Background: an optimization exercise with open tools, aiming at small area, a short achievable clock period and few clock cycles per item. Do not read the settings as production practice.
In this exercise RTL edits were held to simulation tests only and were not proved equivalent to the original.

Design insertionSort, start of the top module:
module insertionSort #(
    parameter NUM_VALS = 32,
    parameter SIZE_DATA = 16
)(
    input  logic                          i_clk,
    input  logic                          i_rst_n,
    input  logic                          i_start,
    input  logic [NUM_VALS*SIZE_DATA-1:0] i_data,
    output logic                          o_done,
    output logic [NUM_VALS*SIZE_DATA-1:0] o_data
);
For scale: about 3200 cells after synthesis, roughly 520 flip-flops, ~1000 I/O pins.
export LEC_CHECK = 0
export CAP_MARGIN = 20
export CORE_AREA = 2 2 318 318
export CTS_BUF_LIST = sky130_fd_sc_hd__clkbuf_8
export DIE_AREA = 0 0 320 320
export SLEW_MARGIN = 20
create_clock -name core_clock -period 10.0 [get_ports {i_clk}]
standard.sh (not shown) runs the stock make flow with config.mk's settings and CLKGATE_MAP_FILE= SYNTH_SCRIPT=/design/flow/synth_recipe.tcl, a recipe that flattens the netlist after the stock synthesis.
==> flow/flow/run.sh <==
#!/bin/bash
# The standard ORFS layout (the standard.sh, standard synthesis unchanged)
# with two changes: the port buffers the standard flow's flow inserts use a small buffer
# cell instead of the delay buffer buffer_ports picks by default, and repair
# aims for a setup slack margin of MARGIN ns against the 10 ns clock.
# Each tool's output goes to ORFS's own logs under orfs/logs; the make output
# is kept in standard.log.
set -euo pipefail
MARGIN=$(cat flow/margin.txt)
PORTBUF=$(cat flow/portbuf.txt)
bash standard.sh "SETUP_SLACK_MARGIN=${MARGIN}" \
    "BUFFER_PORTS_ARGS=-buffer_cell ${PORTBUF}" finish > standard.log 2>&1
==> flow/flow/margin.txt <==
6.5
==> flow/flow/portbuf.txt <==
sky130_fd_sc_hd__buf_2
Testbench counts at the start, summed over its fixed seeds: cycles 4,224, sorts 192.
Next try:
--- a/flow/config.mk
+++ b/flow/config.mk
@@ -8,5 +8,4 @@
 export CAP_MARGIN = 20
 export CORE_AREA = 2 2 318 318
-export CTS_BUF_LIST = sky130_fd_sc_hd__clkbuf_8
 export DIE_AREA = 0 0 320 320
 export SLEW_MARGIN = 20
Synthesized area stays the same.
Final area shrinks slightly.
Routed wire length shrinks slightly.
Via count shrinks slightly.
Worst setup slack degrades by 54 ps.
Cell count shrinks slightly.
Hold slack is about the same.
Critical path depth does not change.
Clock skew shrinks by 17 ps.
Next try:
==> flow/flow/margin.txt (replaced) <==
6.8
==> flow/flow/portbuf.txt (replaced) <==
sky130_fd_sc_hd__buf_1
--- a/flow/config.mk
+++ b/flow/config.mk
@@ -8,4 +8,6 @@
 export CAP_MARGIN = 20
 export CORE_AREA = 2 2 318 318
+export CTS_CLUSTER_DIAMETER = 120
+export CTS_CLUSTER_SIZE = 20
 export DIE_AREA = 0 0 320 320
 export SLEW_MARGIN = 20
Global-route usage went up by 2.4 points.
Hold slack got worse by 22 ps.
Final cell count went up by roughly a tenth.
Flip-flop and latch count stays the same.
Register-to-register slack improved by 90 ps.
Via count went up by roughly a tenth.
Routed wire length went up by roughly a tenth.
Die area is unchanged.
Synthesized cell count stays the same.

========
indigo:
insertionSort, a different RTL version from the one above (not shown whole).
Size in the first run: ~540 flip-flops, roughly 1000 I/O pins, about 54000 um^2 of cells after synthesis.
export LEC_CHECK = 0
export ABC_AREA = 1
export CAP_MARGIN = 20
export CORE_AREA = 2 2 378 378
export CTS_CLUSTER_DIAMETER = 120
export CTS_CLUSTER_SIZE = 20
export DIE_AREA = 0 0 380 380
export SLEW_MARGIN = 20
create_clock -name core_clock -period 10.0 [get_ports {i_clk}]
==> flow/flow/run.sh <==
#!/bin/bash
# The standard ORFS layout (the standard.sh, standard synthesis unchanged)
# with three changes: the port buffers the standard flow's flow inserts use a small buffer
# cell instead of the delay buffer buffer_ports picks by default; repair aims
# for a setup slack margin of MARGIN ns against the 10 ns clock; and after the
# floorplan the key-array flip-flops get the drive strength in flopcell.txt
# (same cell type, stronger output), before placement.
# ORFS writes each step's log under orfs/logs; the make output goes to
# standard_*.log and the resizing step's output to upsize.log.
set -euo pipefail
MARGIN=$(cat flow/margin.txt)
PORTBUF=$(cat flow/portbuf.txt)
ARGS=("SETUP_SLACK_MARGIN=${MARGIN}" "BUFFER_PORTS_ARGS=-buffer_cell ${PORTBUF}")
bash standard.sh "${ARGS[@]}" floorplan > standard_floorplan.log 2>&1
RES=$(ls -d orfs/results/*/insertionSort/base) FLOPCELL=$(cat flow/flopcell.txt) \
    openroad -no_init -exit flow/upsize.tcl > upsize.log 2>&1
bash standard.sh "${ARGS[@]}" finish > standard_finish.log 2>&1
==> flow/flow/flopcell.txt <==
sky130_fd_sc_hd__dfxtp_2
==> flow/flow/margin.txt <==
6.5
==> flow/flow/portbuf.txt <==
sky130_fd_sc_hd__buf_1
==> flow/flow/upsize.tcl <==
# Give the key-array flip-flops (r_key*) a stronger drive strength of the same
# flip-flop type, in the floorplan database, before placement.
set res $::env(RES)
read_db $res/2_floorplan.odb
set db [ord::get_db]
set to [$db findMaster $::env(FLOPCELL)]
set n 0
foreach inst [[ord::get_db_block] getInsts] {
  if {[[$inst getMaster] getName] eq "sky130_fd_sc_hd__dfxtp_1" && [string match "r_key*" [$inst getName]]} {
    $inst swapMaster $to
    incr n
  }
}
puts "resized $n flip-flops to $::env(FLOPCELL)"
write_db $res/2_floorplan.odb
The final layout from indigo, which completed every stage, passed the timing, DRC and antenna checks at the end of the flow.
Testbench counts of indigo, summed over its fixed seeds: cycles 1,920, sorts 192.
The following lists how fjord was set up differently from indigo:
==> flow/flow/run.sh <==
#!/bin/bash
# The standard ORFS layout (the standard.sh, standard synthesis unchanged)
# with two changes: the port buffers the standard flow's flow inserts use a small buffer
# cell instead of the delay buffer buffer_ports picks by default, and repair
# aims for a setup slack margin of MARGIN ns against the 10 ns clock.
# Each tool's output goes to ORFS's own logs under orfs/logs; the make output
# is kept in standard.log.
set -euo pipefail
MARGIN=$(cat flow/margin.txt)
PORTBUF=$(cat flow/portbuf.txt)
bash standard.sh "SETUP_SLACK_MARGIN=${MARGIN}" \
    "BUFFER_PORTS_ARGS=-buffer_cell ${PORTBUF}" finish > standard.log 2>&1
==> flow/flow/margin.txt <==
6.2
removed: flow/flow/flopcell.txt
removed: flow/flow/upsize.tcl
## What came out
- The number of multi-input combinational cells in the layout on fjord is in line with that on indigo.
- Between indigo and fjord, the share of the final layout cell area in multi-input gates does not differ in any meaningful way.
- indigo → fjord: area used by multi-input combinational logic decreased 0.50%, final cell area excluding filler cells decreased 410 um^2, core utilization decreased 0.29 points, sum of routed wire length over all layers decreased about 2.5%.
- fjord can be clocked slower than indigo.
Inputs modified between fjord and harbor:
==> flow/flow/margin.txt <==
6.5
--- a/flow/config.mk
+++ b/flow/config.mk
@@ -13,0 +14 @@
+export PLACE_DENSITY = 0.5
--- outcome ---
- Buffer share of cell area (harbor over fjord): increase, 0.66 points
- Maximum fanout along the worst path delta for harbor relative to fjord: 63 higher
- Diff harbor..fjord | post-layout instance count excluding filler cells | negligible
- Re clock-buffer cell count: harbor is 4.5% down on fjord.
- Against fjord, highest clock rate in harbor came out better.
- Per the comparison of harbor with fjord, via count of the first global-routing pass lower, register-to-register slack higher.
The following lists how lagoon was set up differently from harbor:
==> flow/flow/margin.txt <==
6.55
--- a/flow/config.mk
+++ b/flow/config.mk
@@ -14 +13,0 @@
-export PLACE_DENSITY = 0.5
--- outcome ---
[compare] base=harbor new=lagoon: hold slack went down 0.020 ns, worst stage delay on the critical path went down 0.18 ns, met3 global-route usage went up 2.7 points.
Changes in xenon relative to lagoon:
==> flow/flow/margin.txt <==
6.3
--- a/flow/config.mk
+++ b/flow/config.mk
@@ -10 +10 @@
-export CORE_AREA = 2 2 378 378
+export CORE_AREA = 2 2 358 358
@@ -13 +13 @@
-export DIE_AREA = 0 0 380 380
+export DIE_AREA = 0 0 360 360
Findings:
NOTE: actual transition at the worst max-transition pin in xenon falls short of that of lagoon. Comparing xenon and lagoon, the higher maximum number of pins on one net before global-route repair was measured on xenon. Comparing xenon with lagoon, the buffer depth of the longest clock path came out essentially unchanged. lagoon → xenon: clock period minus final worst setup slack saw an increase, die height saw a decrease, largest fanout of any net on the critical path saw a decrease, initial standard-cell utilization of the core saw an increase.

========
garnet:
Another version of the RTL of insertionSort (not shown whole).
Size in the first run: about 9600 cells after synthesis, roughly 1000 I/O pins.
Settings: LEC_CHECK=0, ABC_AREA=1, CAP_MARGIN=20, CORE_AREA=2 2 378 378, CTS_CLUSTER_DIAMETER=120, CTS_CLUSTER_SIZE=20, DIE_AREA=0 0 380 380, SLEW_MARGIN=20; clock period 10.0 ns.
==> flow/flow/run.sh <==
#!/bin/bash
# The standard ORFS layout (the standard.sh, standard synthesis unchanged)
# with two changes: the port buffers the standard flow's flow inserts use a small buffer
# cell instead of the delay buffer buffer_ports picks by default, and repair
# aims for a setup slack margin of MARGIN ns against the 10 ns clock.
# Each tool's output goes to ORFS's own logs under orfs/logs; the make output
# is kept in standard.log.
set -euo pipefail
MARGIN=$(cat flow/margin.txt)
PORTBUF=$(cat flow/portbuf.txt)
bash standard.sh "SETUP_SLACK_MARGIN=${MARGIN}" \
    "BUFFER_PORTS_ARGS=-buffer_cell ${PORTBUF}" finish > standard.log 2>&1
==> flow/flow/margin.txt <==
6.6
Scripts as last shown in full above: flow/flow/portbuf.txt
garnet closes out successfully: all stages finished, all timing, DRC and antenna checks passed.
Testbench counts of garnet, summed over its fixed seeds: cycles 1,920, sorts 192.
### garnet -> zinc
# garnet
export LEC_CHECK = 0
export ABC_AREA = 1
export CAP_MARGIN = 20
export CORE_AREA = 2 2 378 378
export CTS_CLUSTER_DIAMETER = 120
export CTS_CLUSTER_SIZE = 20
export DIE_AREA = 0 0 380 380
export SLEW_MARGIN = 20
create_clock -name core_clock -period 10.0 [get_ports {i_clk}]
# zinc
export LEC_CHECK = 0
export ABC_AREA = 1
export CAP_MARGIN = 20
export CORE_AREA = 2 2 358 358
export CTS_CLUSTER_DIAMETER = 120
export CTS_CLUSTER_SIZE = 20
export DIE_AREA = 0 0 360 360
export SLEW_MARGIN = 50
create_clock -name core_clock -period 10.0 [get_ports {i_clk}]
Findings:
In summary, zinc completed successfully, with a layout that passed the timing, DRC and antenna checks.
When zinc is set beside garnet, its worst hold-check slack turns out to be 0.012 ns smaller.
garnet ended up with sky130_fd_sc_hd__o211ai_2 as its library cell contributing the largest single delay on the critical path; zinc ended up with sky130_fd_sc_hd__dfxtp_2.
| logic depth of the worst setup path including buffers | higher: zinc |
Relative to garnet, the count of clock-net buffers in the final layout measured on zinc has increased by a few percent.
Side by side, via count turned out higher in zinc than in garnet.
[inputs] amber vs zinc
# zinc
export LEC_CHECK = 0
export ABC_AREA = 1
export CAP_MARGIN = 20
export CORE_AREA = 2 2 358 358
export CTS_CLUSTER_DIAMETER = 120
export CTS_CLUSTER_SIZE = 20
export DIE_AREA = 0 0 360 360
export SLEW_MARGIN = 50
create_clock -name core_clock -period 10.0 [get_ports {i_clk}]
# amber
export LEC_CHECK = 0
export ABC_AREA = 1
export CAP_MARGIN = 20
export CORE_AREA = 2 2 358 358
export CTS_CLUSTER_DIAMETER = 120
export CTS_CLUSTER_SIZE = 20
export DIE_AREA = 0 0 360 360
export SLEW_MARGIN = 90
create_clock -name core_clock -period 10.0 [get_ports {i_clk}]
Findings:
Run status, amber: aborted in global routing (5_1_grt), error GRT-0116. Summary of amber over zinc: number of library cell types mapped by synthesis about even, post-DP HPWL grew by about 17%. Number of cells in the design after placement, amber vs zinc: up by more than 10%. Comparing zinc against amber, there is no change at all in die width. Fraction of the yosys area taken by sequential cells: zinc vs amber identical. The number of gates resized after cts of amber exceeds that of zinc by 1989. | worst slack at placement | higher: zinc |. From zinc to amber, cell area after synthesis did not move at all. Reported for zinc and amber, total CTS buffers turned out identical to the last digit.
Changes in maple relative to amber:
# amber
export LEC_CHECK = 0
export ABC_AREA = 1
export CAP_MARGIN = 20
export CORE_AREA = 2 2 358 358
export CTS_CLUSTER_DIAMETER = 120
export CTS_CLUSTER_SIZE = 20
export DIE_AREA = 0 0 360 360
export SLEW_MARGIN = 90
create_clock -name core_clock -period 10.0 [get_ports {i_clk}]
# maple
export LEC_CHECK = 0
export ABC_AREA = 1
export CAP_MARGIN = 20
export CORE_AREA = 2 2 378 378
export CTS_CLUSTER_DIAMETER = 120
export CTS_CLUSTER_SIZE = 20
export DIE_AREA = 0 0 380 380
export SLEW_MARGIN = 20
create_clock -name core_clock -period 10.0 [get_ports {i_clk}]
==> flow/flow/margin.txt <==
6.5
==> summary.txt <==
Looking at the reports, maple completed the entire flow and the layout it produced met the timing, DRC and antenna checks.
Going from amber to maple, floorplan row count increased 5.4%, number of CTS-inserted buffers higher, setup slack after placement went up, height of the die went up.
From amber to maple the numbers moved as follows: placement-stage cell area has decreased; starting density of the core has decreased.

-- what the ideal ports hide --
In the flow no input, the clock included, has a driving cell. The finished layouts below were timed again as built, in two steps.
Step 1, drivers: a clkbuf_16 drives i_clk and a buf_2 each remaining input, both assumed.
Step 2 times the ports against the registers' clock, not the clock port: input delays grow and output delays shrink by t, the midpoint of the rising clock arrivals with the driver on.
Slacks: no drivers / after step 1 / after step 2; pairs: no drivers / after step 1.
run | shift t [ns] | slack for setup (ns) | pins driven straight from the clock port
the first run of note 1 | 0.823 | 6.546 / 6.476 / 6.549 | 1
the second run of note 1 | 0.749 | 6.492 / 6.418 / 6.547 | 1
the third run of note 1 | 0.730 | 6.643 / 6.621 / 6.643 | 1
indigo | 0.762 | 6.444 / 6.357 / 6.444 | 1
fjord | 0.768 | 6.116 / 6.025 / 6.116 | 1
harbor | 0.778 | 6.418 / 6.363 / 6.418 | 1
lagoon | 0.768 | 6.486 / 6.388 / 6.526 | 1
xenon | 0.780 | 6.205 / 6.110 / 6.252 | 1
garnet | 0.756 | 6.534 / 6.480 / 6.534 | 1
zinc | 0.746 | 6.556 / 6.490 / 6.515 | 1
maple | 0.753 | 6.392 / 6.374 / 6.392 | 1
After both steps every run listed still meets setup and hold. The setup slack of zinc, which loses most, moves by -0.066 ns with the drivers and by -0.041 ns with both steps.
